What follows belongs to an exercise in optimizing a design on an open flow for small area; a production flow would make more cautious choices.
Function was checked by simulation only, so behaviour that the tests miss may differ from the original.

==> build 97: inputs <==
// synth_engine
module synth_engine(
    input clk,
    input rst_n,
    input audio_sync,
    input [4:0] out_gain,
    output [10:0] reg_addr,
    input [31:0] reg_rdata,
    output [10:0] ph_raddr,
    input [23:0] ph_rdata,
    output [10:0] ph_waddr,
    output [23:0] ph_wdata,
    output ph_we,
    output [15:0] out_data,
    output out_valid
    );
reg [10:0] cnt;
reg run;
reg v;                  
reg [4:0] gain_frame;   
reg [4:0] gain_out;     
wire cnt_last = &cnt;
always @(posedge clk) begin
    if (!rst_n) begin
        cnt <= 11'd0;
        run <= 1'b0;
        v <= 1'b0;
    end else begin
        v <= run;
        if (audio_sync) begin
            cnt <= 11'd0;
            run <= 1'b1;
        end else begin
            cnt <= cnt + {10'd0, run};
            if (cnt_last) run <= 1'b0;
        end
    end
end
always @(posedge clk) begin
    if (audio_sync) gain_frame <= out_gain;
    if (run & cnt_last) gain_out <= gain_frame;
end
assign reg_addr = cnt;
assign ph_raddr = cnt;
reg [21:0] pn1_q2;
reg v_q2;
reg signed [13:0] z_5_q3;
reg signed [9:0] z_9_q4;
reg pos_5_q4;
reg pos_4_q3;
reg pos_4_q4;
reg pos_3_q3;
reg pos_3_q4;
reg pos_2_q3;
reg pos_2_q4;
reg pos_1_q3;
reg pos_1_q4;
reg pos_0_q3;
reg pos_0_q4;
reg pos_6_q4;
reg pos_7_q4;
reg signed [19:0] x_8_q5;
reg signed [19:0] y_8_q5;
reg pos_8_q4;
reg pos_8_q5;
reg pos_9_q5;
reg pos_10_q5;
reg signed [19:0] x_11_q6;
reg signed [19:0] y_11_q6;
reg pos_11_q5;
reg pos_11_q6;
reg pos_12_q5;
reg pos_12_q6;
reg signed [19:0] x_13_q7;
reg signed [19:0] y_13_q7;
  ...
Settings: LEC_CHECK=0, CAP_MARGIN=0, CORE_MARGIN=2, CORE_UTILIZATION=65, SLEW_MARGIN=0; clock period 10.0 ns.
run.sh (not shown) runs the stock make flow with config.mk's settings and CLKGATE_MAP_FILE= SYNTH_SCRIPT=/design/flow/synth_recipe.tcl, a recipe that flattens the netlist after the stock synthesis.
==> inputs of build 30, as changes to build 97 <==
--- a/flow/design.v
+++ b/flow/design.v
@@ -67,19 +67,18 @@
 reg pos_10_q5;
 reg signed [19:0] x_11_q6;
 reg signed [19:0] y_11_q6;
 reg pos_11_q5;
 reg pos_11_q6;
 reg pos_12_q5;
 reg pos_12_q6;
-reg signed [19:0] x_13_q7;
-reg signed [19:0] y_13_q7;
 reg pos_13_q5;
 reg pos_13_q6;
-reg pos_13_q7;
+reg signed [19:0] x_14_q7;
+reg signed [19:0] y_14_q7;
 reg pos_14_q5;
 reg pos_14_q6;
 reg pos_14_q7;
 reg pos_15_q5;
 reg pos_15_q6;
 reg pos_15_q7;
 reg signed [15:0] sin_m_q8;
@@ -139,19 +138,18 @@
     pos_10_q5 <= pos_10;
     x_11_q6 <= x_11;
     y_11_q6 <= y_11;
     pos_11_q5 <= pos_11;
     pos_11_q6 <= pos_11_q5;
     pos_12_q5 <= pos_12;
     pos_12_q6 <= pos_12_q5;
-    x_13_q7 <= x_13;
-    y_13_q7 <= y_13;
     pos_13_q5 <= pos_13;
     pos_13_q6 <= pos_13_q5;
-    pos_13_q7 <= pos_13_q6;
+    x_14_q7 <= x_14;
+    y_14_q7 <= y_14;
     pos_14_q5 <= pos_14;
     pos_14_q6 <= pos_14_q5;
     pos_14_q7 <= pos_14_q6;
     pos_15_q5 <= pos_15;
     pos_15_q6 <= pos_15_q5;
     pos_15_q7 <= pos_15_q6;
     sin_m_q8 <= sin_m;
@@ -361,52 +359,34 @@
 wire signed [19:0] xs_11 = x_11_q6 >>> 11;
 wire signed [19:0] y_12 = y_11_q6 + (xs_11 ^ {20{~pos_11_q6}}) + {19'd0, ~pos_11_q6};
 wire signed [19:0] ys_12 = y_12 >>> 12;
 wire [15:0] xh_13 = x_12[19:4] + (ys_12[19:4] ^ {16{pos_12_q6}}) + {15'd0, pos_12_q6};
 wire signed [19:0] x_13 = {xh_13, 4'd0};
 wire signed [19:0] xs_12 = x_12 >>> 12;
 wire signed [19:0] y_13 = y_12 + (xs_12 ^ {20{~pos_12_q6}}) + {19'd0, ~pos_12_q6};
-wire signed [19:0] ys_13 = y_13_q7 >>> 13;
-wire [15:0] xh_14 = x_13_q7[19:4] + (ys_13[19:4] ^ {16{pos_13_q7}}) + {15'd0, pos_13_q7};
+wire signed [19:0] ys_13 = y_13 >>> 13;
+wire [15:0] xh_14 = x_13[19:4] + (ys_13[19:4] ^ {16{pos_13_q6}}) + {15'd0, pos_13_q6};
 wire signed [19:0] x_14 = {xh_14, 4'd0};
-wire signed [19:0] xs_13 = x_13_q7 >>> 13;
-wire signed [19:0] x_15 = x_14;
-wire signed [19:0] xs_14 = x_14 >>> 14;
+wire signed [19:0] xs_13 = x_13 >>> 13;
+wire signed [19:0] y_14 = y_13 + (xs_13 ^ {20{~pos_13_q6}}) + {19'd0, ~pos_13_q6};
+wire signed [19:0] x_15 = x_14_q7;
+wire signed [19:0] xs_14 = x_14_q7 >>> 14;
+wire signed [19:0] y_15 = y_14_q7 + (xs_14 ^ {20{~pos_14_q7}}) + {19'd0, ~pos_14_q7};
 wire signed [19:0] xs_15 = x_15 >>> 15;
-wire signed [19:0] y_16 = y_13_q7 + (xs_13 ^ {20{~pos_13_q7}}) + (xs_14 ^ {20{~pos_14_q7}}) + (xs_15 ^ {20{~pos_15_q7}}) + {19'd0, ~pos_13_q7} + {19'd0, ~pos_14_q7} + {19'd0, ~pos_15_q7};
+wire signed [19:0] y_16 = y_15 + (xs_15 ^ {20{~pos_15_q7}}) + {19'd0, ~pos_15_q7};
 wire signed [15:0] sin_m = y_16[19:4];
 wire signed [14:0] gs = {1'b0, g_q8};
 wire signed [29:0] prod = sin_m_q8 * gs;
 wire [40:0] prodx = {{11{prod[29]}}, prod} ^ {41{flip_q8}};
 reg signed [40:0] sum;
 reg out_v;
 always @(posedge clk) begin
     sum <= sum_next;
     if (!rst_n) out_v <= 1'b0;
     else out_v <= last_q8;
 end
 wire [40:0] sum_next = (first_q8 ? 41'sd0 : sum) + prodx + {40'd0, flip_q8};
-wire [30:0] osh1; wire [22:0] osh2; wire [18:0] osh3; wire [16:0] osh4; wire [15:0] osh5;
-genvar ok;
-generate
-for (ok = 0; ok < 31; ok = ok + 1) begin : osl1
-    assign osh1[ok] = gain_out[4] ? sum[(ok + 16 > 40) ? 40 : ok + 16] : sum[ok];
-end
-for (ok = 0; ok < 23; ok = ok + 1) begin : osl2
-    assign osh2[ok] = gain_out[3] ? osh1[ok + 8] : osh1[ok];
-end
-for (ok = 0; ok < 19; ok = ok + 1) begin : osl3
-    assign osh3[ok] = gain_out[2] ? osh2[ok + 4] : osh2[ok];
-end
-for (ok = 0; ok < 17; ok = ok + 1) begin : osl4
-    assign osh4[ok] = gain_out[1] ? osh3[ok + 2] : osh3[ok];
-end
-for (ok = 0; ok < 16; ok = ok + 1) begin : osl5
-    assign osh5[ok] = gain_out[0] ? osh4[ok + 1] : osh4[ok];
-end
-endgenerate
-wire [24:0] odiff = sum[39:15] ^ {25{sum[40]}};
-wire [24:0] omask = {25{1'b1}} << gain_out;
-wire ovf = |(odiff & omask);
-assign out_data = ovf ? {sum[40], {15{~sum[40]}}} : osh5;
+wire signed [40:0] sh = sum >>> gain_out;
+wire ovf = ~(&sh[40:15] | ~(|sh[40:15]));
+assign out_data = ovf ? (sh[40] ? 16'h8000 : 16'h7FFF) : sh[15:0];
 assign out_valid = out_v;
 endmodule
- CAP_MARGIN: 0 -> 20
- CORE_UTILIZATION: 65 -> 40
- SLEW_MARGIN: 0 -> 20
==> key figures <==
Die
  • Core Region: 0.1162 mm^2

Placement
  • Placed cell count: 7080

Outcome
  • Status: finished clean

Cells and area
  • Cell area after layout: 0.05192 mm^2
  • Most frequent cells in the layout: ha_1 (588), inv_1 (524), xnor2_1 (447), nand2_1 (408), dfxtp_1 (396)

Setup path
  • Critical path fanouts, max: 14

Clock tree
  • Clock sink total: 414
the above is filed under build 30

==> key figures <==
Outcome
  • Status: finished clean

Synthesis
  • Commonest register cell after synthesis: dfxtp_1

Setup path
  • Critical path fanouts, max: 6

Cells and area
  • Most frequent cells in the layout: ha_1 (558), inv_1 (485), xnor2_1 (468), dfxtp_1 (412), a21oi_1 (386)
  • Cell area after layout: 0.04936 mm^2

Die
  • Core Region: 0.06883 mm^2

Placement
  • Placed cell count: 6257
the above is filed under build 97


========
==> branch violet: inputs <==
Another version of the RTL of synth_engine (not shown whole).
==> flow/config.mk <==
export PLATFORM = sky130hd
export DESIGN_NAME = synth_engine
export DESIGN_NICKNAME = synth_engine
export VERILOG_FILES = /design/flow/design.v
export SDC_FILE = /design/flow/constraint.sdc
export NUM_CORES = 4
export LEC_CHECK = 0
export CAP_MARGIN = 0
export CORE_MARGIN = 2
export CORE_UTILIZATION = 65
export CTS_CLUSTER_DIAMETER = 80
export CTS_CLUSTER_SIZE = 30
export SLEW_MARGIN = 0
==> flow/constraint.sdc <==
create_clock -name core_clock -period 10.0 [get_ports {clk}]
set_input_delay 2.0000 -clock core_clock [delete_from_list [all_inputs] [get_ports {clk}]]
set_output_delay 2.0000 -clock core_clock [all_outputs]
set_load 0.01 [all_outputs]
==> inputs of branch pepper, as changes to branch violet <==
- CORE_UTILIZATION: 65 -> 70
- PLACE_DENSITY: unset -> 0.75
==> flow_summary_export.csv <==
group,metric,value,unit
routing,wl_met1,37200,microns
global_routing,met2_usage,54.2,%
placement,dp_hpwl,70600,microns
routing,dr.pass1.iters,7,
critical_path,r2r_start,"pos_7_q4$_DFF_P_",
critical_path,critPathLaunch,"pos_7_q4$_DFF_P_",
placement,placed_area,42400,sq um
routing,drtIter0Drc,1991,
floorplanning,chipWidth,243,microns
run_status,status,"complete, no violations",
floorplanning,num_rows,87,
That was branch pepper.
==> flow_summary_export.csv <==
group,metric,value,unit
routing,drtIter0Drc,1903,
placement,dp_hpwl,69700,microns
run_status,status,"complete, no violations",
global_routing,met2_usage,49.1,%
placement,placed_area,42500,sq um
critical_path,critPathLaunch,"yb_6_19_q4$_DFF_P_",
finish,top_register,"sum",
clock_network,clk_path_buf_depth,3,
critical_path,r2r_start,"yb_6_19_q4$_DFF_P_",
routing,dr.pass1.iters,6,
logic_synthesis,yosysWarnings,1,
That was branch violet.

## what the ideal ports hide
Ports are ideal in the flow. The routed layouts listed here were re-timed in OpenROAD.
Step 1 (the two cells are an assumption about what drives the block):
set clk [get_ports {clk}]
set_driving_cell -lib_cell sky130_fd_sc_hd__clkbuf_16 $clk
set_driving_cell -lib_cell sky130_fd_sc_hd__buf_2 [delete_from_list [all_inputs] $clk]
Step 2 also shifts input and output timing later by t, the mid clock arrival at the registers, as if the neighbouring blocks saw the same clock.
Slacks: ideal / step 1 / step 2; pairs: ideal / step 1.
| run | t, ns | setup slack, ns | hold WS [ns] |
|---|---|---|---|
| build 97 | 0.655 | 0.627 / 0.627 / 0.056 | 0.321 / 0.321 / 0.321 |
| build 30 | 0.680 | 0.701 / 0.701 / 0.155 | 0.313 / 0.313 / 0.313 |
| branch violet | 0.671 | 0.295 / 0.295 / 0.271 | 0.327 / 0.327 / 0.327 |
| branch pepper | 0.661 | 0.164 / 0.164 / 0.164 | 0.316 / 0.316 / 0.316 |
After both steps every run listed still meets setup and hold. For build 97, which loses most, drivers alone change the setup slack by 0.000 ns; drivers and shift together by -0.571 ns.
